This design comes from an exercise in tuning for small area on the open sky130 flow, not from production work.
In this exercise RTL edits were held to simulation tests only and were not proved equivalent to the original.
Power is estimated from default activity; no workload was simulated.

==> flow/design.v <==
`timescale 1ns / 1ps
module lab4_2(
	input [3:0] userID,
	input CLK,
	input RST,
	input team,
	input [1:0] mode,
	output [7:0] numPlyLP,
	output [7:0] numPlyCF,
	output reg teamWng,
	output capWngLP,
	output capWngCF,
	output reg findRes,
	output reg [3:0] listOut,
	output reg listMode
    );
	reg [2:0] lp [0:4];
	reg [3:0] cf [0:4];
	reg [2:0] cntLP;
	reg [2:0] cntCF;
	wire m_out  = (mode == 2'd0);
	wire m_in   = (mode == 2'd1);
	wire m_find = (mode == 2'd2);
	wire m_list = (mode == 2'd3);
	wire uid_ok = |userID;
	wire tmatch = (team == userID[3]);
	wire [4:0] lpv, cfv, mlp, mcf;
	genvar i;
	generate
		for (i = 0; i < 5; i = i + 1) begin : g_slot
			assign lpv[i] = |lp[i];
			assign cfv[i] = cf[i][3];
			assign mlp[i] = ({1'b0, lp[i]} == userID);
			assign mcf[i] = (cf[i] == userID);
		end
	endgenerate
	wire anymatch = |{mlp, mcf};
	wire [4:0] ffl = {lpv[3:0] == 4'hf & ~lpv[4], lpv[2:0] == 3'h7 & ~lpv[3],
	                  lpv[1:0] == 2'h3 & ~lpv[2], lpv[0] & ~lpv[1], ~lpv[0]};
	wire [4:0] ffc = {cfv[3:0] == 4'hf & ~cfv[4], cfv[2:0] == 3'h7 & ~cfv[3],
	                  cfv[1:0] == 2'h3 & ~cfv[2], cfv[0] & ~cfv[1], ~cfv[0]};
	wire add_lp = m_in & ~team & ~userID[3] & ~anymatch;
	wire add_cf = m_in & team & userID[3] & ~anymatch;
	wire del_lp = m_out & ~team;
	wire del_cf = m_out & team;
	wire keep = m_out & tmatch & uid_ok & ~anymatch;
	wire [2:0] dlp = userID[2:0] & {3{add_lp & ~RST}};
	wire [3:0] dcf = userID & {4{add_cf & ~RST}};
	wire [4:0] wlp = {5{RST}} | (mlp & {5{del_lp}}) | (ffl & {5{add_lp}});
	wire [4:0] wcf = {5{RST}} | (mcf & {5{del_cf}}) | (ffc & {5{add_cf}});
	integer k;
	always @(posedge CLK) begin
		for (k = 0; k < 5; k = k + 1) begin
			if (wlp[k])
				lp[k] <= dlp;
			if (wcf[k])
				cf[k] <= dcf;
		end
	end
	function [2:0] nxt;
		input [2:0] c;
		nxt = {c[1] & c[0], c[0], ~c[2]};
	endfunction
	function [3:0] pick;
		input [2:0] c;
		input [3:0] s0, s1, s2, s3, s4;
		case (c)
			3'b001: pick = s1;
			3'b011: pick = s2;
			3'b111: pick = s3;
			3'b110: pick = s4;
			default: pick = s0;
		endcase
	endfunction
	always @(posedge CLK) begin
		if (RST) begin
			teamWng <= 1'b0;
			findRes <= 1'b0;
			listMode <= 1'b0;
			cntLP <= 3'd0;
			cntCF <= 3'd0;
			listOut <= 4'd0;
		end else begin
			teamWng <= (keep & teamWng) | (m_in & uid_ok & ~tmatch);
			findRes <= (keep & findRes) | (m_find & anymatch);
			listMode <= (keep & listMode) | m_list;
			if (m_list) begin
				if (team) begin
					listOut <= pick(cntCF, cf[0], cf[1], cf[2], cf[3], cf[4]);
					cntCF <= nxt(cntCF);
				end else begin
					listOut <= pick(cntLP, {1'b0, lp[0]}, {1'b0, lp[1]}, {1'b0, lp[2]}, {1'b0, lp[3]}, {1'b0, lp[4]});
					cntLP <= nxt(cntLP);
				end
			end else begin
				cntLP <= 3'd0;
				cntCF <= 3'd0;
			end
		end
	end
	wire [2:0] nlp = lpv[0] + lpv[1] + lpv[2] + lpv[3] + lpv[4];
	wire [2:0] ncf = cfv[0] + cfv[1] + cfv[2] + cfv[3] + cfv[4];
	assign numPlyLP = {5'd0, nlp};
	assign numPlyCF = {5'd0, ncf};
	assign capWngLP = ~|lpv | &lpv;
	assign capWngCF = ~|cfv | &cfv;
endmodule
Settings: LEC_CHECK=0, CAP_MARGIN=20, CORE_MARGIN=2, CORE_UTILIZATION=40, CTS_BUF_LIST=sky130_fd_sc_hd__clkbuf_8, CTS_CLUSTER_DIAMETER=200, CTS_CLUSTER_SIZE=50, SLEW_MARGIN=20; clock period 10.0 ns.
run.sh (not shown) runs the stock make flow with config.mk's settings and CLKGATE_MAP_FILE= SYNTH_SCRIPT=/design/flow/synth_recipe.tcl, a recipe that flattens the netlist after the stock synthesis.
==> next run, changes <==
==> flow/flow/run.sh (new file) <==
#!/bin/bash
# Layout flow: the standard flow, with two changes:
#  - synthesis maps with an area-oriented ABC script (flow/area.abc) and
#    without full/half-adder extraction; registers are unchanged;
#  - port buffers use the smallest buffer, sky130_fd_sc_hd__buf_1.
set -euo pipefail
W=$(pwd)
cat flow/abc_wrap.tcl synth_recipe.tcl > area_synth.tcl
export AREA_ABC_SCRIPT=$W/flow/area.abc
export BUFFER_PORTS_ARGS="-buffer_cell sky130_fd_sc_hd__buf_1"
export CTS_ARGS="-sink_clustering_enable -repair_clock_nets -dont_use_dummy_load -sink_clustering_size 50 -sink_clustering_max_diameter 500 -buf_list sky130_fd_sc_hd__clkbuf_8"
bash standard.sh SYNTH_SCRIPT=$W/area_synth.tcl ADDER_MAP_FILE= finish > flow.log 2>&1
==> flow/flow/abc_wrap.tcl (new file) <==
# Run ABC with the area script in flow/area.abc instead of ORFS's speed script.
proc abc {args} {
  set i [lsearch -exact $args -script]
  if {$i >= 0} {
    set args [lreplace $args $i [expr {$i + 1}] -script $::env(AREA_ABC_SCRIPT)]
  }
  yosys abc {*}$args
}
==> flow/flow/area.abc (new file) <==
strash; dc2; dch -f; amap; topo
==> flow/standard.sh (new file) <==
#!/bin/bash
# synth_recipe.tcl (not shown) runs the flow's synth.tcl, then flattens the netlist and writes it again
# the make line also repeats each setting of config.mk as NAME=value (left out here)
make -C /OpenROAD-flow-scripts/flow DESIGN_CONFIG=/design/flow/config.mk WORK_HOME=/design/flow/orfs CLKGATE_MAP_FILE= SYNTH_SCRIPT=/design/flow/synth_recipe.tcl "${@:-finish}"
Settings changed: CORE_UTILIZATION 40 to 45, CTS_BUF_LIST sky130_fd_sc_hd__clkbuf_8 to default, CTS_CLUSTER_DIAMETER 200 to default, CTS_CLUSTER_SIZE 50 to default.
removed: flow/run.sh
Effect: Wire length climbs by 3.9%; setup slack loses 210 ps; synthesized cell count rose by 2.3%; flip-flop and latch count does not change; clock power shrinks by about 10%; final area decreases by 15%; clock-buffer cell count stays the same.

re-timing with driven ports:
The flow's constraints put no driver on any port. The routed layouts listed below were extracted and timed again, unchanged, in two steps.
Step 1 (the two cells are an assumption about what drives the block):
set clk [get_ports {CLK}]
set_driving_cell -lib_cell sky130_fd_sc_hd__clkbuf_16 $clk
set_driving_cell -lib_cell sky130_fd_sc_hd__buf_2 [delete_from_list [all_inputs] $clk]
Step 2 adds t to the input delays and takes it off the output delays; t is the mean of the earliest and latest rising clock arrival at the registers after step 1. Input paths then give back, and output paths get back, about the clock's delay inside the block.
Slacks: ideal / step 1 / step 2; pairs: ideal / step 1.
| run | shift t [ns] | slack for setup (ns) | worst hold slack (ns) | worst register clock-pin slew, ns | worst slew at a driven data input, ns |
|---|---|---|---|---|---|
| the first run | 0.333 | 4.912 / 4.881 / 4.705 | 0.485 / 0.485 / 0.485 | 0.10 / 0.10 | 0.04 |
| the second run | 0.326 | 4.699 / 4.690 / 4.364 | 0.477 / 0.477 / 0.477 | 0.09 / 0.09 | 0.04 |
After both steps setup and hold are still met in every run listed. For the second run, which loses most, drivers alone change the setup slack by -0.009 ns; drivers and shift together by -0.335 ns.
